This design comes from an exercise in tuning for small area, a short achievable clock period and few clock cycles per item on the open sky130 flow, not from production work. The RTL was checked by simulation tests, not by an equivalence proof against the original design.

==> flow/design.v, too long to show whole: its modules and the start of the top module <==
// module alu: 1731 lines
// module fa: 4 lines
// module ha: 4 lines
// module conv3x3: 124 lines
module conv3x3(
    input wire clk,
    input wire rst,
    input wire en,
    input wire [7:0] pixel1,
    input wire [7:0] pixel2,
    input wire [7:0] pixel3,
    input wire [7:0] pixel4,
    input wire [7:0] pixel5,
    input wire [7:0] pixel6,
    input wire [7:0] pixel7,
    input wire [7:0] pixel8,
    input wire [7:0] pixel9,
    input wire [7:0] filter1,
    input wire [7:0] filter2,
    input wire [7:0] filter3,
    input wire [7:0] filter4,
    input wire [7:0] filter5,
    input wire [7:0] filter6,
    input wire [7:0] filter7,
    input wire [7:0] filter8,
    input wire [7:0] filter9,
    output wire [31:0] result,
    output wire done
);
  // ...
==> flow/flow/run.sh <==
#!/bin/bash
set -o pipefail
bash standard.sh "BUFFER_PORTS_ARGS=-buffer_cell sky130_fd_sc_hd__buf_2" finish > standard_flow.log 2>&1
==> flow/standard.sh <==
#!/bin/bash
# synth_recipe.tcl (not shown) runs the flow's synth.tcl, then flattens the netlist and writes it again
# the make line also repeats each setting of config.mk as NAME=value (left out here)
make -C /OpenROAD-flow-scripts/flow DESIGN_CONFIG=/design/flow/config.mk WORK_HOME=/design/flow/orfs CLKGATE_MAP_FILE= SYNTH_SCRIPT=/design/flow/synth_recipe.tcl "${@:-finish}"
==> flow/config.mk <==
export PLATFORM = sky130hd
export DESIGN_NAME = conv3x3
export DESIGN_NICKNAME = conv3x3
export VERILOG_FILES = /design/flow/design.v
export SDC_FILE = /design/flow/constraint.sdc
export NUM_CORES = 4
export LEC_CHECK = 0
export CAP_MARGIN = 20
export CORE_MARGIN = 2
export CORE_UTILIZATION = 65
export SETUP_SLACK_MARGIN = 4.4
export SLEW_MARGIN = 20
export SYNTH_HIERARCHICAL = 1
==> flow/constraint.sdc <==
create_clock -name core_clock -period 10.0 [get_ports {clk}]
set_input_delay 2.0000 -clock core_clock [delete_from_list [all_inputs] [get_ports {clk}]]
set_output_delay 2.0000 -clock core_clock [all_outputs]
set_load 0.01 [all_outputs]
==> results.py, run 1 <==
metrics = {
    "outcome": {
        "outcome": "finished clean",
    },
    "clocking": {
        "cts-resized-gates": 31,
        "cts_setup_buffers": 0,
        "cts_inserted_buffers": 5,
        "postCtsHoldBufs": 0,
        "clock_path_buffers": 2,
        "cts_tree": "built",
    },
    "route": {
        "wl_met3_mm": 5.332,
        "dr.pass1.iters": 7,
    },
    "global_routing": {
        "grtUsageTotal": 0.4064,
        "grt_pass1_wl_mm": 75.29,
        "use_met2": 0.6230,
    },
    "synth": {
        "yosysMostFrequentCell": "nand2_1",
        "postSynthAreaPerCell_um2": 10.83,
        "synth_top_area_cell": "fa_1",
        "synth-edff-count": 0,
    },
    "cells_and_area": {
        "nonClkBufAreaFrac": 0.06536,
        "multi_input_area_um2": 14550,
        "n_antenna_cell": 0,
        "seq_cells": 50,
    },
    "worst_setup_path": {
        "slowest_stage": "fa_1",
        "arrival_ps": 5760,
    },
    "floorplan": {
        "num_rows": 58,
        "start_util": 0.6560,
    },
    "timing": {
        "whs_ps": 1496,
    },
    "place": {
        "dp_cells": 1822,
    },
}
Testbench counts, summed over its fixed seeds: cycles 1,608, items 1,600.
==> run 2, diff against run 1 <==
--- a/flow/config.mk
+++ b/flow/config.mk
@@ -10,3 +10,3 @@
 export CORE_UTILIZATION = 65
-export SETUP_SLACK_MARGIN = 4.4
+export SETUP_SLACK_MARGIN = 4.5
 export SLEW_MARGIN = 20
==> results.py, run 2 <==
metrics = {
    "worst_setup_path": {
        "critPathCaptureType": "register",
        "crit_type": "primary input to register",
        "crit_required_ps": 10170,
        "arrival_ps": 5640,
        "crit_top_cell": "fa_1",
        "crit_chain": "clkbuf_4, nand2_1, fa_2, fa_1, fa_2, fa_2, fa_1, fa_1, fa_1",
        "slowest_delay_ps": 610,
        "slowest_stage": "fa_1",
        "path_buf_inv": 1,
        "path_depth": 9,
        "startpoint_type": "primary input",
        "crit_family": "adder cells",
        "path_max_fanout": 8,
    },
    "floorplan": {
        "core_area_um2": 24890,
        "die-area_um2": 26400,
        "io_pins": 180,
        "num_rows": 58,
        "start_util": 0.6560,
        "dieHeight_um": 162.5,
        "die_w_um": 162.5,
    },
    "synth": {
        "synth_top_family_by_area": "adder cells",
        "ys_ff_latch": 50,
        "synth_common_cells": "570 x nand2_1, 544 x fa_1, 132 x buf_2",
        "synth-simple-area-share": 0.1419,
        "seq_area_frac_synth": 0.06161,
        "yosysMostFrequentCell": "nand2_1",
        "synth_top_area_frac": 0.6670,
        "ys_types": 40,
        "synth_area_um2": 16330,
        "synthCells": 1507,
        "synth_top_area_cell": "fa_1",
        "ys.flop_type": "dfxtp_1",
        "synthXorXnorAreaFrac": 0.005364,
        "synthAdderAreaFrac": 0.6953,
        "yosys_warnings": 7,
        "synth-edff-count": 0,
        "synthMuxAreaShare": 0.001533,
        "ys_top_cells_by_area": "fa_1 67%, nand2_1 13%, dfxtp_1 6.0%",
        "synthArstFlopShare": 0.02000,
        "synth-compound-area-share": 0.01747,
        "postSynthAreaPerCell_um2": 10.83,
    },
    "timing": {
        "slew_headroom": 0.6090,
        "fmax_mhz": 182.9,
        "post-route-period-util": 0.5467,
        "rsz0062_at_grt": "true",
        "hold_viol": 0,
        "slew_violations": 0,
        "worst-slew-pin-transition_ps": 586.5,
        "tns_ps": 0,
        "fin_ws_ps": 4533,
        "setup_violations": 0,
        "fin_crit_ps": 5467,
    },
    "cells_and_area": {
        "n_antenna_cell": 0,
        "fillers": 1759,
        "syn_to_final_growth_pct": 10.42,
        "largest_reg_flops": 49,
        "layout_commonest_cell": "nand2_1",
        "nNetsFinal": 2227,
        "layout_common_cells": "495 x nand2_1, 332 x fa_1, 212 x fa_2",
        "layout-drive-gt1-share": 0.3193,
        "post-route-util": 0.7243,
    },
    "clocking": {
        "cts_inserted_buffers": 5,
        "cts_sinks": 50,
        "path_clk_slew_ps": 70,
        "cts_tree": "built",
        "ctsHtreeMaxLevel": 2,
        "cts_root_buffer": "clkbuf_16",
        "postCtsHoldBufs": 0,
        "clock_path_buffers": 2,
    },
    "place": {
        "place_hpwl_mm": 45.04,
        "place_ws_ps": 4043,
        "portBuffers": 167,
        "place_congestion": 1.009,
    },
    "route": {
        "drc_errors": 0,
        "wl_mm": 50.36,
        "drtIter0Drc": 1205,
        "vias": 11270,
        "antenna_left": 0,
        "wl_per_cell_um": 27.52,
        "via_per_inst": 6.158,
        "dr.pass1.iters": 5,
    },
    "job": {
        "max-cap-violations": 0,
    },
    "global_routing": {
        "grt_max_degree": 16,
        "grt_remaining_overflow": 0,
        "grt_pass1_wl_mm": 76.16,
        "grt_pass1_vias": 12450,
        "grtUsageTotal": 0.4137,
        "antenna_found_initial": 0,
    },
    "outcome": {
        "outcome": "finished clean",
    },
    "min_path": {
        "hp-class": "primary input to asynchronous set/reset pin",
    },
}
-- run 2: cell counts after synthesis --
Identical to the previous run, type by type.
-- run 2: Yosys stat by module, one instance, submodules excluded --
module | times used | cells inside
fa | 543 | 1
conv3x3 | 1 | 163
ha | 13 | 1
alu | 1 | 788
-- run 2: layout make-up --
type	count	area [um^2]	area share
multi-input combinational	1240	14970	0.8303
inverter	35	131.4	0.007287
clock inverter	2	37.54	0.002082
timing repair buffer	167	1343	0.07446
sequential	50	1006	0.05579
clock buffer	6	128.9	0.007148
tap	330	412.9	0.02290
-- run 2: cells by family (layout without fill, tap and decap cells) --
| kind of cell | count (synthesis) | count (layout) |
|---|---|---|
| and+or+nand+nor | 600 | 600 |
| adders and majority gates | 581 | 581 |
| buffers and inverters | 228 | 210 |
| DFF | 50 | 50 |
| AOI/OAI and AO/OA | 35 | 35 |
| xor gates and xnor gates | 10 | 10 |
| muxes | 2 | 2 |
| other | 1 | 12 |
-- run 2: metrics by stage --
step	std cells	cell area [um^2]	hold WS, ps
CTS	1830	17510	1505
global placement	1822	17180	1833
finish	1830	18030	1510
floorplan	1518	17620	1729
global route	1830	18030	1505
detailed placement	1822	17180	1835
-- run 2: worst max-delay path by stage --
stage,end,from,slack (ps)
after global placement,cs_reg[13],pixel7[4],4080
after CTS,result[16],cs_reg[22],4460
final,cs_reg[13],pixel7[1],4530
after global routing,result[16],cs_reg[22],4460
after floorplan,cs_reg[25],filter3[2],4320
after detailed placement,cs_reg[9],pixel7[4],4040
-- run 2: routing by layer --
metal  vias to the layer above  part of all wire  wire length, um  GRT usage
met3                       168              0.11             5348    0.06035
met4                         0             0.067             3384     0.2039
met2                       864              0.49            24730     0.6816
met5                         -                 0                0          0
met1                      5856              0.34            16900     0.5490
li1                       4382                 -                -          -
-- run 2: timing repair --
item / CTS / global route
buffers inserted: 0 / 0
cloned: 0 / 0
setup endpoints to repair: 11 / 20
gates resized for setup: 62 / 225
pin swaps: 1 / 52
==> run 3, diff against run 2 <==
--- a/flow/config.mk
+++ b/flow/config.mk
@@ -10,3 +10,3 @@
 export CORE_UTILIZATION = 65
-export SETUP_SLACK_MARGIN = 4.5
+export SETUP_SLACK_MARGIN = 4.3
 export SLEW_MARGIN = 20
==> results.py, run 3 <==
metrics = {
    "outcome": {
        "outcome": "finished clean",
    },
    "cells_and_area": {
        "multi_input_area_um2": 14290,
        "layout_common_cells": "564 x nand2_1, 486 x fa_1, 153 x buf_2",
        "seqCellArea_um2": 1006,
        "nNetsFinal": 2227,
        "n_antenna_cell": 0,
        "syn_to_final_growth_pct": 3.425,
        "final_cells": 1830,
        "layout-drive-gt1-share": 0.1687,
        "layout_commonest_cell": "nand2_1",
        "largest_reg_flops": 49,
        "fillers": 2002,
    },
    "timing": {
        "rsz0062_at_grt": "true",
        "setup_violations": 0,
        "worst-slew-pin-transition_ps": 537.3,
        "slew_headroom": 0.6371,
        "post-route-period-util": 0.5648,
        "tns_ps": 0,
        "fin_crit_ps": 5648,
        "slew_violations": 0,
        "fmax_mhz": 177.1,
        "fin_ws_ps": 4352,
        "hold_viol": 0,
    },
    "worst_setup_path": {
        "arrival_ps": 5830,
        "startpoint_type": "primary input",
        "crit_required_ps": 10180,
        "critPathCaptureType": "register",
        "crit_type": "primary input to register",
        "cp-startpoint": "filter5[4]",
        "path_max_fanout": 8,
    },
    "synth": {
        "synthArstFlopShare": 0.02000,
        "synthXorXnorAreaFrac": 0.005364,
        "ys_top_cells_by_area": "fa_1 67%, nand2_1 13%, dfxtp_1 6.0%",
        "yosysMostFrequentCell": "nand2_1",
        "ys.flop_type": "dfxtp_1",
        "ys_types": 40,
        "synthCells": 1507,
        "synthAdderAreaFrac": 0.6953,
        "postSynthAreaPerCell_um2": 10.83,
        "synth-edff-count": 0,
        "synth_top_area_cell": "fa_1",
        "ys_ff_latch": 50,
        "yosys_warnings": 7,
        "synth_top_area_frac": 0.6670,
        "synth-simple-area-share": 0.1419,
        "synth-compound-area-share": 0.01747,
        "synth_top_family_by_area": "adder cells",
        "synthMuxAreaShare": 0.001533,
        "synth_area_um2": 16330,
        "seq_area_frac_synth": 0.06161,
        "synth_common_cells": "570 x nand2_1, 544 x fa_1, 132 x buf_2",
    },
    "route": {
        "wl_mm": 51.14,
        "dr.pass1.iters": 5,
        "via_per_inst": 6.275,
        "antenna_left": 0,
        "vias": 11480,
        "drtIter0Drc": 1317,
        "wl_per_cell_um": 27.94,
        "drc_errors": 0,
    },
    "place": {
        "dp_cells": 1822,
        "place_hpwl_mm": 45.59,
        "place_congestion": 1.002,
        "portBuffers": 167,
        "place_ws_ps": 4011,
    },
    "global_routing": {
        "grt_max_degree": 18,
        "grt_remaining_overflow": 0,
        "grtUsageTotal": 0.4166,
        "grt_pass1_wl_mm": 77.02,
        "grt_pass1_vias": 12390,
        "antenna_found_initial": 0,
    },
    "clocking": {
        "cts_inserted_buffers": 5,
        "ctsHtreeMaxLevel": 2,
        "path_clk_slew_ps": 80,
        "cts_tree": "built",
        "cts_sinks": 50,
        "cts_root_buffer": "clkbuf_16",
        "cts_setup_buffers": 0,
        "clock_path_buffers": 2,
    },
    "job": {
        "max-cap-violations": 0,
    },
    "floorplan": {
        "start_util": 0.6560,
        "num_rows": 58,
        "die-area_um2": 26400,
        "dieHeight_um": 162.5,
        "io_pins": 180,
        "core_area_um2": 24890,
        "die_w_um": 162.5,
    },
    "min_path": {
        "hp-class": "primary input to asynchronous set/reset pin",
    },
}
==> run 3: cell counts after synthesis <==
Identical to the previous run, type by type.
==> run 3: worst max path at each step <==
stage                             to  slack (ps)  cells past startpoint
after global routing      result[16]        4300                     10
final                     cs_reg[29]        4350                      9
after detailed placement  cs_reg[29]        4010                      9
after CTS                 cs_reg[29]        4310                      9
after global placement    cs_reg[29]        4020                      9
after floorplan           cs_reg[29]        4290                     10
==> run 3: logic make-up after synthesis <==
group	count (synthesis)
other	1
flip-flops	50
buffers and inverters	228
adder cells (fa/ha/maj)	581
AO/OA/AOI/OAI	35
XOR/XNOR	10
AND/OR/NAND/NOR	600
multiplexers	2
==> run 3: Yosys stat by module (local to each module, per instance) <==
module | cells | times used | area (um^2)
alu | 788 | 1 | 3433
conv3x3 | 163 | 1 | 1862
ha | 1 | 13 | 12.51
fa | 1 | 543 | 20.02
==> run 3: per-layer routing <==
layer | part of all wire | vias to the layer above | GRT usage | routed length, um
li1 | - | 4379 | - | -
met1 | 0.35 | 6019 | 0.5777 | 17950
met2 | 0.48 | 923 | 0.6545 | 24410
met3 | 0.10 | 162 | 0.05551 | 5364
met4 | 0.067 | 0 | 0.2257 | 3418
met5 | 0 | - | 0 | 0
==> run 3: critical path, stage by stage <==
cell and delay [ps]:
clkbuf_4 220, nand2_1 120, fa_1 470, fa_2 640, fa_2 480, fa_2 370, fa_1 570, fa_1 430
fa_1 520
==> run 3: area by class of cell <==
class	instances	area share
multi-input combinational	1240	0.8464
clock buffer	5	0.007409
timing repair buffer	167	0.05157
clock inverter	3	0.002815
sequential	50	0.05957
tap	330	0.02445
inverter	35	0.007780
==> run 3: through the flow <==
stage	util	hold WS (ps)	cell area (um^2)
detailed placement	0.6690	1838	16650
finish	0.6784	1496	16890
global placement	0.6690	1833	16650
CTS	0.6759	1497	16820
floorplan	-	1729	16650
global route	0.6784	1498	16890
==> run 3: repair_timing <==
| item | CTS | global route |
|---|---|---|
| endpoints found under the setup margin | 0 | 5 |
| gates resized for setup | 0 | 23 |
| hold buffers | 0 | 0 |

## port drivers added, routing unchanged
The results above use ideal ports. As a check the final layouts listed here were re-extracted and re-timed, cells and wires unchanged. Step 1 (the two cells are an assumption about what drives the block):
set clk [get_ports {clk}]
set_driving_cell -lib_cell sky130_fd_sc_hd__clkbuf_16 $clk
set_driving_cell -lib_cell sky130_fd_sc_hd__buf_2 [delete_from_list [all_inputs] $clk]
Step 2 adds t to the input delays and takes it off the output delays; t is the mean of the earliest and latest rising clock arrival at the registers after step 1. Input paths then give back, and output paths get back, about the clock's delay inside the block. Slacks: ideal / step 1 / step 2; pairs: ideal / step 1.
| run | t (ns) | setup slack, ns | latest minus earliest clock arrival (ns) | worst register clock-pin slew, ns |
|---|---|---|---|---|
| run 1 | 0.356 | 4.396 / 4.417 / 4.061 | 0.021 / 0.021 | 0.09 / 0.09 |
| run 2 | 0.365 | 4.533 / 4.508 / 4.183 | 0.017 / 0.016 | 0.09 / 0.09 |
| run 3 | 0.367 | 4.352 / 4.360 / 4.006 | 0.017 / 0.017 | 0.09 / 0.09 |
After both steps setup and hold are still met in every run listed. The setup slack of run 2, which loses most, moves by -0.025 ns with the drivers and by -0.350 ns with both steps.
